Context: an optimization exercise on an open-source flow, tuned for a short achievable clock period and few clock cycles. The choices shown serve that exercise and are no tape-out recipe. The RTL was checked by simulation tests, not by an equivalence proof against the original design. Power figures rest on the tool's default switching activity, not on a simulated workload.

==> flow/design.v <==
`timescale 1ns / 1ps
module cpu(clk,reset,imem_addr,imem_rdata,dmem_addr,dmem_wdata,dmem_we,dmem_rdata,r1,r2,r3,r4,r5,r10);
input clk,reset;
output [31:0] imem_addr;
input  [31:0] imem_rdata;
output [31:0] dmem_addr,dmem_wdata;
output dmem_we;
input  [31:0] dmem_rdata;
output [31:0] r1,r2,r3,r4,r5,r10;
reg  [31:1] pc_f;                
reg  [31:0] ir_d;                
reg  [31:1] pc_d;
reg         pt_d;                
reg  [31:1] sa_d, sb_d;          
reg         v_d;
reg  [31:0] opa_e, opb_e, sd_e;  
reg         fam_e, fbm_e;        
reg         fal_e, fbl_e;        
reg         fsl_e, fsm_e;        
reg  [1:0]  op_e;                
reg  [4:0]  rd_e;
reg         wr_e, ld_e, st_e;
reg         br_e, pt_e;          
reg  [31:1] alt_e;               
reg         mis_q;               
reg  [31:1] alt_q;
reg  [31:0] res_m, sd_m;
reg  [4:0]  rd_m;
reg         wr_m, ld_m, st_m;
reg  [31:0] rf [1:31];
assign imem_addr  = {pc_f, 1'b0};
assign dmem_addr  = res_m;
assign dmem_wdata = sd_m;
assign dmem_we    = st_m;
assign r1 = rf[1];
assign r2 = rf[2];
assign r3 = rf[3];
assign r4 = rf[4];
assign r5 = rf[5];
assign r10 = rf[10];
wire [31:0] wb_data = ld_m ? dmem_rdata : res_m;
integer i;
always @(posedge clk or posedge reset)
    if (reset) begin
        for (i = 1; i < 32; i = i + 1) rf[i] <= i;
    end else if (wr_m) begin
        rf[rd_m] <= wb_data;
    end
wire [31:0] a_e = fam_e ? res_m : opa_e;
wire [31:0] b_e = fbm_e ? res_m : opb_e;
wire [31:0] s_e = fsl_e ? dmem_rdata : fsm_e ? res_m : sd_e;
wire [31:0] la_e = fal_e ? dmem_rdata : a_e;
wire [31:0] lb_e = fbl_e ? dmem_rdata : b_e;
wire eq_e  = (la_e == lb_e);
wire        sub_e = (op_e == 2'd1);
wire [31:0] sum_e;
add32 u_add32(.a(a_e), .b(b_e ^ {32{sub_e}}), .cin(sub_e), .s(sum_e));
wire [31:0] logic_e = op_e[0] ? (la_e | lb_e) : (la_e & lb_e);
wire [31:0] alu_e = op_e[1] ? logic_e : sum_e;
wire mis_e = br_e && !mis_q && (eq_e != pt_e);
reg ex_zero;
always @(*)
    case (op_e)
        2'd0: ex_zero = ((opa_e ^ opb_e) == {(opa_e[30:0] | opb_e[30:0]), 1'b0});
        2'd1: ex_zero = (opa_e == opb_e);
        2'd2: ex_zero = ((opa_e & opb_e) == 32'd0);
        default: ex_zero = ((opa_e | opb_e) == 32'd0);
    endcase
always @(posedge clk or posedge reset)
    if (reset) begin
        wr_m <= 1'b0;
        ld_m <= 1'b0;
        st_m <= 1'b0;
    end else begin
        wr_m <= wr_e && !mis_q;
        ld_m <= ld_e && !mis_q;
        st_m <= st_e && !mis_q;
    end
always @(posedge clk or posedge reset)
    if (reset) mis_q <= 1'b0;
    else       mis_q <= mis_e && !mis_q;
always @(posedge clk) begin
    res_m <= alu_e;
    sd_m  <= s_e;
    rd_m  <= rd_e;
    alt_q <= alt_e;
end
wire [6:0] opc = ir_d[6:0];
wire is_lw  = (opc == 7'b0000011);
wire is_sw  = (opc == 7'b0100011);
wire is_beq = (opc == 7'b1100011);
wire is_alu = ~(is_lw | is_sw | is_beq);
wire [4:0] rs1 = ir_d[19:15];
wire [4:0] rs2 = ir_d[24:20];
wire [4:0] rd  = ir_d[11:7];
wire [3:0] funct = {ir_d[30], ir_d[14:12]};
wire [1:0] aluop = ~is_alu ? 2'd0 :
                   (funct == 4'b1000) ? 2'd1 :
                   (funct == 4'b0111) ? 2'd2 :
                   (funct == 4'b0110) ? 2'd3 : 2'd0;
wire [31:0] imm_i = {{20{ir_d[31]}}, ir_d[31:20]};
wire [31:0] imm_s = {{20{ir_d[31]}}, ir_d[31:25], ir_d[11:7]};
wire [31:1] off_d = {{19{ir_d[31]}}, ir_d[31], ir_d[7], ir_d[30:25], ir_d[11:8]};
reg  [31:0] rf1, rf2;
always @(*) begin
    rf1 = 32'd0;
    rf2 = 32'd0;
    for (i = 1; i < 32; i = i + 1) begin
        rf1 = rf1 | ({32{sa_d[i]}} & rf[i]);
        rf2 = rf2 | ({32{sb_d[i]}} & rf[i]);
    end
end
wire e1 = wr_e && (rd_e == rs1);
wire e2 = wr_e && (rd_e == rs2);
wire m1 = wr_m && (rd_m == rs1);
wire m2 = wr_m && (rd_m == rs2);
wire imm_b = is_lw || is_sw;
wire [31:0] va = m1 ? wb_data : rf1;
wire [31:0] vb = m2 ? wb_data : rf2;
wire logic_op = is_alu && aluop[1];
wire stall = v_d && ld_e && ((e1 && !is_beq && !logic_op) || (e2 && is_alu && !logic_op));
wire go = v_d && !mis_q && !stall;
wire [31:1] tgt_d = pc_d + off_d;
wire [31:1] seq_d = pc_d + 31'd2;
wire [31:1] alt_d = pt_d ? seq_d : tgt_d;
wire same  = (rs1 == rs2);
wire z1 = (rs1 == 5'd0);
wire z2 = (rs2 == 5'd0);
wire exok  = !ld_e && !fal_e && !fbl_e && !fam_e && !fbm_e;    
wire res_d = same || (exok && ((e1 && z2) || (e2 && z1)));
wire eq_d  = same || ex_zero;
wire mis_d = go && is_beq && res_d && (eq_d != pt_d);
always @(posedge clk or posedge reset)
    if (reset) begin
        wr_e <= 1'b0;
        ld_e <= 1'b0;
        st_e <= 1'b0;
        br_e <= 1'b0;
    end else begin
        wr_e <= go && !is_sw && !is_beq && (rd != 5'd0);
        ld_e <= go && is_lw;
        st_e <= go && is_sw;
        br_e <= go && is_beq && !res_d;
    end
always @(posedge clk) begin
    opa_e <= va;
    opb_e <= is_lw ? imm_i : is_sw ? imm_s : vb;
    sd_e  <= vb;
    fam_e <= e1 && !ld_e;
    fbm_e <= e2 && !ld_e && !imm_b;
    fal_e <= e1 && ld_e;
    fbl_e <= e2 && ld_e && !imm_b;
    fsl_e <= e2 && ld_e;
    fsm_e <= e2 && !ld_e;
    op_e  <= aluop;
    rd_e  <= rd;
    pt_e  <= pt_d;
    alt_e <= alt_d;
end
wire [31:0] fi = imem_rdata;
wire        f_beq = (fi[6:0] == 7'b1100011);
wire        f_pt  = f_beq && ((fi[19:15] == fi[24:20]) || fi[31]);
wire [11:0] f_off = {fi[31], fi[7], fi[30:25], fi[11:8]};
wire [12:0] f_lo;
wire [31:13] f_hip, f_him;
add12  u_add12 (.a(pc_f[12:1]), .b(f_off), .s(f_lo));
incdec u_incdec(.x(pc_f[31:13]), .xp(f_hip), .xm(f_him));
wire [31:1]  f_seq = pc_f + 31'd2;
wire        redir = mis_q | mis_d;
wire [31:1] rpc   = mis_q ? alt_q : alt_d;
wire        take  = f_pt && !stall;
wire [31:13] keep_hi = stall ? pc_f[31:13] : f_seq[31:13];
wire [31:13] t1 = f_off[11] ? pc_f[31:13] : f_hip;    
wire [31:13] t0 = f_off[11] ? f_him : pc_f[31:13];    
wire [12:1]  keep_lo = stall ? pc_f[12:1] : f_seq[12:1];
wire [31:1]  pc_next;
pc_mux u_pc_mux(.c(f_lo[12]), .sum(f_lo[11:0]), .take(take), .keep_lo(keep_lo),
                .keep_hi(keep_hi), .t1(t1), .t0(t0), .redir(redir), .rpc(rpc), .npc(pc_next));
always @(posedge clk or posedge reset)
    if (reset) begin
        pc_f <= 31'd0;
        v_d  <= 1'b0;
    end else begin
        pc_f <= pc_next;
        if (redir)
            v_d <= 1'b0;
        else if (!stall)
            v_d <= 1'b1;
    end
integer j;
always @(posedge clk)
    if (!stall) begin
        ir_d <= imem_rdata;
        pc_d <= pc_f;
        pt_d <= f_pt;
        for (j = 1; j < 32; j = j + 1) begin
            sa_d[j] <= (fi[19:15] == j);
            sb_d[j] <= (fi[24:20] == j);
        end
    end
endmodule
module add32(a, b, cin, s);
input  [31:0] a, b;
input         cin;
output [31:0] s;
wire [31:0] g0 = (a & b) | ({31'd0, cin} & (a | b));
wire [31:0] p0 = a | b;
wire [31:0] g1 = g0 | (p0 & {g0[30:0], 1'b0});
wire [31:0] p1 = p0 & {p0[30:0], 1'b0};
wire [31:0] g2 = g1 | (p1 & {g1[29:0], 2'b0});
wire [31:0] p2 = p1 & {p1[29:0], 2'b0};
wire [31:0] g3 = g2 | (p2 & {g2[27:0], 4'b0});
wire [31:0] p3 = p2 & {p2[27:0], 4'b0};
wire [31:0] g4 = g3 | (p3 & {g3[23:0], 8'b0});
wire [31:0] p4 = p3 & {p3[23:0], 8'b0};
wire [31:0] g5 = g4 | (p4 & {g4[15:0], 16'b0});
wire [31:0] c  = {g5[30:0], cin};
assign s = a ^ b ^ c;
endmodule
module add12(a, b, s);
input  [11:0] a, b;
output [12:0] s;
wire [11:0] g0 = a & b, p0 = a | b;
wire [11:0] g1 = g0 | (p0 & {g0[10:0], 1'b0});
wire [11:0] p1 = p0 & {p0[10:0], 1'b0};
wire [11:0] g2 = g1 | (p1 & {g1[9:0], 2'b0});
wire [11:0] p2 = p1 & {p1[9:0], 2'b0};
wire [11:0] g3 = g2 | (p2 & {g2[7:0], 4'b0});
wire [11:0] p3 = p2 & {p2[7:0], 4'b0};
wire [11:0] g4 = g3 | (p3 & {g3[3:0], 8'b0});
wire [12:0] c  = {g4, 1'b0};
assign s = {c[12], (a ^ b ^ c[11:0])};
endmodule
module pc_mux(c, sum, take, keep_lo, keep_hi, t1, t0, redir, rpc, npc);
input         c, take, redir;
input  [11:0] sum, keep_lo;
input  [18:0] keep_hi, t1, t0;
input  [30:0] rpc;
output [30:0] npc;
assign npc = redir ? rpc : take ? {(c ? t1 : t0), sum} : {keep_hi, keep_lo};
endmodule
module incdec(x, xp, xm);
input  [18:0] x;
output [18:0] xp, xm;
assign xp = x + 19'd1;
assign xm = x - 19'd1;
endmodule
clock: 13.0 ns
lec_check: 0
cap_margin: 40
core_margin: 2
core_utilization: 40
cts_cluster_diameter: 80
cts_cluster_size: 20
place_density: 0.6
setup_slack_margin: 5
slew_margin: 60
synth_hierarchical: 1
tns_end_percent: 100
standard.sh (not shown) runs the stock make flow with config.mk's settings and CLKGATE_MAP_FILE= SYNTH_SCRIPT=/design/flow/synth_recipe.tcl, a recipe that flattens the netlist after the stock synthesis.
==> flow/flow/run.sh <==
#!/bin/bash
set -euo pipefail
MARGIN=${MARGIN:-9.0}
bash standard.sh SETUP_SLACK_MARGIN=$MARGIN "BUFFER_PORTS_ARGS=-buffer_cell sky130_fd_sc_hd__buf_6" finish > flow_make.log 2>&1
The starting point went through all stages and came out clean.
Testbench counts at the start, summed over its fixed seeds: cycles 13,436.
Change:
--- a/flow/design.v
+++ b/flow/design.v
@@ -124,11 +124,15 @@
 wire [31:1] seq_d = pc_d + 31'd2;
 wire [31:1] alt_d = pt_d ? seq_d : tgt_d;
 wire same  = (rs1 == rs2);
+wire ml1 = m1 && ld_m;
+wire ml2 = m2 && ld_m;
+wire [31:0] ca = m1 ? res_m : rf1;
+wire [31:0] cb = m2 ? res_m : rf2;
 wire z1 = (rs1 == 5'd0);
 wire z2 = (rs2 == 5'd0);
 wire exok  = !ld_e && !fal_e && !fbl_e && !fam_e && !fbm_e;    
-wire res_d = same || (exok && ((e1 && z2) || (e2 && z1)));
-wire eq_d  = same || ex_zero;
+wire res_d = same || (exok && ((e1 && z2) || (e2 && z1))) || (!e1 && !e2 && ((z2 && !ml1) || (z1 && !ml2)));
+wire eq_d  = same ? 1'b1 : (e1 || e2) ? ex_zero : ((z2 && ca == 32'd0) || (z1 && cb == 32'd0));
 wire mis_d = go && is_beq && res_d && (eq_d != pt_d);
 always @(posedge clk or posedge reset)
     if (reset) begin
After rerunning:
- wire length rises by 7.0%
- clock power rises by about 3%
- via count rises by 4.1%
- global-route usage rises by 2.1 points
- total power rises by 3.3%
- die area rises by 0.70%
- cell area rises by 3.7%
- sequential power rises by about 2%
- worst setup slack is worse by 260 ps
- critical path depth rises by 15
- clock skew hardly moves
- maximum frequency falls by 5.7%
- utilization rises by 1.6 points
Testbench counts after the change, summed over its fixed seeds: cycles 13,414.

## separate check: timing with driven ports
In the flow no input, the clock included, has a driving cell. The finished layouts below were timed again as built, in two steps. Step 1 assumes that a clkbuf_16 drives the clock port and a buf_2 every other input. Step 2, shift: input delay + t, output delay - t, t = (earliest + latest rising clock arrival at the registers) / 2. This alone moves slack from input paths to output paths. Slacks: ideal ports / drivers / drivers and shift; pairs: ideal ports / drivers.
run	t, ns	setup slack, ns	hold WS [ns]	slew at the worst register clock pin (ns)	cell pins on the clock port's net
the first run	0.872	8.790 / 8.703 / 8.093	0.327 / 0.327 / 0.327	0.10 / 0.10	1
the second run	0.881	8.534 / 8.534 / 8.176	0.330 / 0.330 / 0.330	0.09 / 0.09	1
After both steps setup and hold are still met in every run listed. The setup slack of the first run, which loses most, moves by -0.087 ns with the drivers and by -0.697 ns with both steps.
